What follows belongs to an exercise in optimizing a design on an open flow for small area and a short achievable clock period; a production flow would make more cautious choices. RTL that was checked went through simulation tests only; none was proved equivalent to the original. Power is estimated from default activity; no workload was simulated.

==> trial 77 <==
Design CircuitTest, start of the top module:
module CircuitTest (a,b,c,z,x,clk,rst);
input [63:0] a, b, c;
input clk,rst;
output reg [31:0] z, x;
reg [32:0] ar, yr;
reg er;
  ...
Settings: LEC_CHECK=0, ABC_AREA=1, CAP_MARGIN=20, CORE_MARGIN=2, CORE_UTILIZATION=40, CTS_BUF_LIST=sky130_fd_sc_hd__clkbuf_8, SETUP_SLACK_MARGIN=4.3, SLEW_MARGIN=20, SYNTH_HIERARCHICAL=1, TNS_END_PERCENT=0; clock period 7.5 ns.
standard.sh (not shown) runs the stock make flow with config.mk's settings and CLKGATE_MAP_FILE= SYNTH_SCRIPT=/design/flow/synth_recipe.tcl, a recipe that flattens the netlist after the stock synthesis.
==> flow/flow/run.sh <==
#!/bin/bash
# Own layout flow: the standard ORFS flow (standard.sh) with these changes:
#  - synthesis script flow/mixsynth.tcl: synth_recipe.tcl with ABC run per module,
#    the small gate modules (g_*) with ORFS's speed script and the top module with
#    ORFS's area script (ABC_AREA 1); hierarchy is flattened at the end as before;
#  - no Yosys full/half-adder extraction (ADDER_MAP_FILE empty);
#  - ABC sizes for a 2 fF load (ABC_LOAD_IN_FF), so gate modules get small cells;
#  - the port buffers that buffer_ports puts on every input and output are
#    sky130_fd_sc_hd__buf_1 instead of the default delay buffer.
# Make's full output goes to flow_make.log here; each ORFS step keeps its own log
# under orfs/logs/.
set -uo pipefail
here=$(pwd)
bash standard.sh ADDER_MAP_FILE= ABC_LOAD_IN_FF=2 \
  "SYNTH_SCRIPT=$here/flow/mixsynth.tcl" \
  "BUFFER_PORTS_ARGS=-buffer_cell sky130_fd_sc_hd__buf_1" \
  finish > flow_make.log 2>&1
==> flow/flow/mixsynth.tcl <==
# The standard flow's synthesis script (synth_recipe.tcl) with one change: ABC maps the small
# gate modules (g_*) with ORFS's speed script, which keeps XOR and MUX cells,
# and the rest of the design with ORFS's area script.
proc synth {args} { yosys synth -nofsm -noshare {*}$args }
proc abc {args} {
  set i [lsearch -exact $args -script]
  set speed [lreplace $args $i [expr {$i + 1}] -script $::env(SCRIPTS_DIR)/abc_speed.script]
  set area [lreplace $args $i [expr {$i + 1}] -script $::env(SCRIPTS_DIR)/abc_area.script]
  foreach m [split [string trim [yosys tee -q -s result.string select -list-mod =g_*]] "\n"] {
    if {$m ne ""} { yosys abc {*}$speed =$m }
  }
  yosys abc {*}$area =$::env(DESIGN_NAME)
}
source $::env(SCRIPTS_DIR)/synth.tcl
# left out here: clear keep_hierarchy, flatten, clean up, hide names made inside functions, write 1_2_yosys.v
==> inputs of trial 25, as changes to trial 77 <==
--- a/flow/config.mk
+++ b/flow/config.mk
@@ -10,7 +10,7 @@
 export CORE_MARGIN = 2
 export CORE_UTILIZATION = 40
 export CTS_BUF_LIST = sky130_fd_sc_hd__clkbuf_8
-export SETUP_SLACK_MARGIN = 4.3
+export SETUP_SLACK_MARGIN = 4.4
 export SLEW_MARGIN = 20
 export SYNTH_HIERARCHICAL = 1
 export TNS_END_PERCENT = 0
==> inputs of build 97, as changes to trial 77 <==
--- a/flow/config.mk
+++ b/flow/config.mk
@@ -8,9 +8,9 @@
 export ABC_AREA = 1
 export CAP_MARGIN = 20
 export CORE_MARGIN = 2
-export CORE_UTILIZATION = 40
+export CORE_UTILIZATION = 45
 export CTS_BUF_LIST = sky130_fd_sc_hd__clkbuf_8
-export SETUP_SLACK_MARGIN = 4.3
+export SETUP_SLACK_MARGIN = 4.4
 export SLEW_MARGIN = 20
 export SYNTH_HIERARCHICAL = 1
 export TNS_END_PERCENT = 0
==> qor summary <==
quantity	build 97	trial 25	trial 77
Placement Cell Area	12480 um^2	12540 um^2	12540 um^2
CTS-repair resized insts	97	59	28
Initial antenna violation count	4	6	6
Routing usage on met3	3.929%	3.817%	3.886%
Combinational-cell power consumption	0.00153 W	0.00138 W	0.00137 W
Post-route standard cell area excluding fillers	14070 um^2	13390 um^2	13360 um^2
Via count	11180	11070	11050
Wire length of the first global-routing pass	51350 um	50950 um	50710 um
DIE AREA	26090 um^2	29270 um^2	29270 um^2
Initial core utilization	45.92%	40.42%	40.42%
Non-clock buffer count	289	276	272
Count of buffering cells on the critical path with inverters included	4	2	2
Clock group total power	0.000597 W	0.000663 W	0.000663 W
Clock-pin slew on the worst setup and hold paths	0.09 ns	0.07 ns	0.07 ns
Vert. Die Dim	161.5 um	171.1 um	171.1 um
Maximum clock rate	301.9 MHz	313.5 MHz	312.6 MHz
Endpoint arrival time on the critical path	3.50 ns	3.40 ns	3.41 ns
Levels on crit path	15	13	13
Relative area of clock buffers and inverters in the final design	2.784%	3.206%	3.212%
Run status	finished clean	finished clean	finished clean
Standard-cell rows	57	61	61
Post-layout instance count excluding filler cells	2228	2265	2261
Headroom to the max-slew limit	39.64%	42.67%	41.89%
Global routing usage summed across all routing layers	25.07%	22.26%	22.16%
Layout net count	2081	2066	2062
Number of global-route vias before repair	10020	10200	10140
Switching Share	40.44%	38.57%	38.64%


==> job 5553 <==
CircuitTest, a different RTL version from the one above (not shown whole).
==> flow/config.mk <==
export PLATFORM = sky130hd
export DESIGN_NAME = CircuitTest
export DESIGN_NICKNAME = CircuitTest
export VERILOG_FILES = /design/flow/design.v
export SDC_FILE = /design/flow/constraint.sdc
export NUM_CORES = 4
export LEC_CHECK = 0
export ABC_AREA = 1
export CAP_MARGIN = 20
export CORE_MARGIN = 2
export CORE_UTILIZATION = 60
export SETUP_SLACK_MARGIN = 4
export SLEW_MARGIN = 20
==> flow/constraint.sdc <==
create_clock -name core_clock -period 7.5 [get_ports {clk}]
set_input_delay 1.5000 -clock core_clock [delete_from_list [all_inputs] [get_ports {clk}]]
set_output_delay 1.5000 -clock core_clock [all_outputs]
set_load 0.01 [all_outputs]
==> flow/flow/run.sh <==
#!/bin/bash
# Own layout flow: the standard ORFS flow (standard.sh) with two changes:
#  - no Yosys full/half-adder extraction (ADDER_MAP_FILE empty), so ABC maps the
#    hand-written prefix carry logic itself;
#  - the port buffers that buffer_ports inserts on every input and output are
#    sky130_fd_sc_hd__buf_2 instead of the default delay buffer.
# Make's full output goes to flow_make.log here; each ORFS step keeps its own log
# under orfs/logs/.
set -uo pipefail
bash standard.sh ADDER_MAP_FILE= \
  "BUFFER_PORTS_ARGS=-buffer_cell sky130_fd_sc_hd__buf_2" \
  finish > flow_make.log 2>&1
==> job 8250 (differences from job 5553) <==
--- a/flow/config.mk
+++ b/flow/config.mk
@@ -8,6 +8,5 @@
 export ABC_AREA = 1
 export CAP_MARGIN = 20
 export CORE_MARGIN = 2
-export CORE_UTILIZATION = 60
-export SETUP_SLACK_MARGIN = 4
+export CORE_UTILIZATION = 40
 export SLEW_MARGIN = 20
==> summary.txt <==
Job 5553 produced a clean layout. Job 8250 ran to the end with no violations.
Of job 5553 and job 8250, job 5553 has the higher non-clock buffer count (gap 124).
Count of clock-buffer cells in the layout is the same in job 5553 and job 8250.
In job 8250 the critical path depth is lower than in job 5553, by 2.
In job 5553 the sequential share of layout area is lower than in job 8250, by 4.7 points.
Sequential power is about the same in job 8250 and job 5553.
Routed wire length: job 8250 is smaller than job 5553 (about 30%).
No run of this note included a check of the RTL's function; only the layout flow was run.

afterwards: timing with drivers on the ports:
The flow's constraints put no driver on any port. The routed layouts listed below were extracted and timed again, unchanged, in two steps. Step 1, drivers: a clkbuf_16 drives clk and a buf_2 each remaining input, both assumed. Step 2 also shifts input and output timing later by t, the mid clock arrival at the registers, as if the neighbouring blocks saw the same clock. Three values: ideal ports, drivers, drivers and shift; two values: the first two.
run	shift t [ns]	setup slack, ns	hold WS [ns]	worst slew at a driven data input, ns	cell pins on the clock port's net
trial 77	0.486	4.301 / 4.319 / 3.832	0.832 / 0.832 / 0.832	0.09	1
trial 25	0.484	4.310 / 4.325 / 3.841	0.809 / 0.809 / 0.809	0.09	1
build 97	0.477	4.188 / 4.192 / 3.714	0.833 / 0.833 / 0.833	0.08	1
job 5553	0.465	3.601 / 3.577 / 3.112	0.576 / 0.576 / 0.576	0.10	1
job 8250	0.449	3.057 / 3.039 / 2.590	0.532 / 0.532 / 0.532	0.09	1
After both steps setup and hold are still met in every run listed. The setup slack of job 5553, which loses most, moves by -0.024 ns with the drivers and by -0.489 ns with both steps.
